Source: an optimization exercise on an open RTL-to-GDS flow (aim: small area, a short achievable clock period and few clock cycles). Production flows keep margins and buffers that such runs may drop.
Function was checked by simulation only, so behaviour that the tests miss may differ from the original.

## mv_mul
module mv_mul #(
    parameter SHAPE_M       = 2,
    parameter SHAPE_N       = 8,
    parameter ELEMENT_WIDTH = 9,
    parameter CTRL_C_WIDTH  = 16,
    parameter DEPTH_WARP    = 4
) (
    input  wire                              clk,
    input  wire                              rst_n,
    input  wire [SHAPE_M*SHAPE_N*ELEMENT_WIDTH-1:0]  a_i,
    input  wire [SHAPE_N*ELEMENT_WIDTH-1:0]  b_i,
    input  wire [2:0]                        rm_i,
    input  wire [7:0]                        ctrl_reg_idxw_i,
    input  wire [DEPTH_WARP-1:0]             ctrl_warpid_i,
    input  wire                              in_valid_i,
    output reg                               in_ready_o,
    output reg                               out_valid_o,
    input  wire                              out_ready_i,
    output reg  [SHAPE_M*ELEMENT_WIDTH-1:0]  result_o,
    output reg  [4:0]                        fflags_o
);
clock: 10.0 ns
lec_check: 0
abc_area: 1
cap_margin: 20
core_margin: 2
core_utilization: 40
setup_slack_margin: 2.5
slew_margin: 20
standard.sh (not shown) runs the stock make flow with config.mk's settings and CLKGATE_MAP_FILE= SYNTH_SCRIPT=/design/flow/synth_recipe.tcl, a recipe that flattens the netlist after the stock synthesis.
==> flow/flow/run.sh <==
#!/bin/bash
# The standard layout (the standard.sh: floorplan, power grid, placement,
# CTS, routing) with two changes:
# - synthesis is the standard one (synth_recipe.tcl, same registers and names)
#   except for the combinational mapping: no full-adder extraction, no
#   Kogge-Stone adder map, and ABC script flow/map.abc (logic rewriting, then area-oriented mapping with upsizing)
#   (flow/my_synth.tcl);
# - the buffers that placement puts on every input and output port are the
#   plain sky130 buf_1 instead of the default clkdlybuf4s50 delay cell.
set -euo pipefail
W=$PWD
FLOW_SYNTH_TCL=$W/synth_recipe.tcl bash standard.sh \
  SYNTH_SCRIPT=$W/flow/my_synth.tcl ADDER_MAP_FILE= SYNTH_OPERATIONS_ARGS=-nofsm \
  'BUFFER_PORTS_ARGS=-buffer_cell sky130_fd_sc_hd__buf_1' finish > standard_flow.log 2>&1
==> flow/flow/map.abc <==
strash
dc2
balance
rewrite
refactor
balance
rewrite
rewrite -z
balance
refactor -z
rewrite -z
balance
dc2
balance
rewrite
refactor
balance
rewrite
rewrite -z
balance
refactor -z
rewrite -z
balance
dch -f
map -a {D}
topo
buffer
upsize {D}
dnsize {D}
==> flow/flow/my_synth.tcl <==
# Synthesis script for flow/run.sh: synth_recipe.tcl (the standard synthesis,
# named by FLOW_SYNTH_TCL) with the technology mapping done by flow/map.abc
# instead of ORFS's abc_area/abc_speed script. Registers are untouched: ABC
# only maps the combinational logic.
set map_script [file join [file dirname [file normalize [info script]]] map.abc]
proc abc {args} {
  set i [lsearch -exact $args -script]
  if {$i >= 0} { set args [lreplace $args $i [expr {$i + 1}]] }
  yosys abc -script $::map_script {*}$args
}
source $::env(FLOW_SYNTH_TCL)
Testbench counts at the start, summed over its fixed seeds: cycles 22,536.
==> next run, changes <==
--- a/flow/flow/run.sh
+++ b/flow/flow/run.sh
@@ -4,5 +4,5 @@
 # - synthesis is the standard one (synth_recipe.tcl, same registers and names)
 #   except for the combinational mapping: no full-adder extraction, no
-#   Kogge-Stone adder map, and ABC script flow/map.abc (logic rewriting, then area-oriented mapping with upsizing)
+#   Kogge-Stone adder map, and ABC's default liberty-mapping script
 #   (flow/my_synth.tcl);
 # - the buffers that placement puts on every input and output port are the
==> flow/flow/my_synth.tcl (replaced) <==
# Synthesis script for flow/run.sh: synth_recipe.tcl (the standard synthesis,
# named by FLOW_SYNTH_TCL) with the technology mapping done by ABC's own
# default script for a liberty library.
proc abc {args} {
  set i [lsearch -exact $args -script]
  if {$i >= 0} { set args [lreplace $args $i [expr {$i + 1}]] }
  yosys abc {*}$args
}
source $::env(FLOW_SYNTH_TCL)
--- a/flow/config.mk
+++ b/flow/config.mk
@@ -10,4 +10,4 @@
 export CORE_MARGIN = 2
 export CORE_UTILIZATION = 40
-export SETUP_SLACK_MARGIN = 2.5
+export SETUP_SLACK_MARGIN = 3
 export SLEW_MARGIN = 20
removed: flow/flow/map.abc
Register-to-register slack gets better by 160 ps; fmax is higher by 0.41%.

[what the ideal ports hide]
Ports are ideal in the flow. The routed layouts listed here were re-timed in OpenROAD.
Step 1 (the two cells are an assumption about what drives the block):
set clk [get_ports {clk}]
set_driving_cell -lib_cell sky130_fd_sc_hd__clkbuf_16 $clk
set_driving_cell -lib_cell sky130_fd_sc_hd__buf_2 [delete_from_list [all_inputs] $clk]
Step 2 also shifts input and output timing later by t, the mid clock arrival at the registers, as if the neighbouring blocks saw the same clock.
Slacks: no drivers / after step 1 / after step 2; pairs: no drivers / after step 1.
| run | shift t [ns] | setup slack, ns | slew at the worst register clock pin (ns) | pins driven straight from the clock port |
|---|---|---|---|---|
| the first run | 0.379 | 3.327 / 3.327 / 3.327 | 0.06 / 0.06 | 1 |
| the second run | 0.393 | 3.355 / 3.379 / 2.986 | 0.08 / 0.08 | 1 |
After both steps every run listed still meets setup and hold. The setup slack of the second run, which loses most, moves by +0.024 ns with the drivers and by -0.369 ns with both steps.
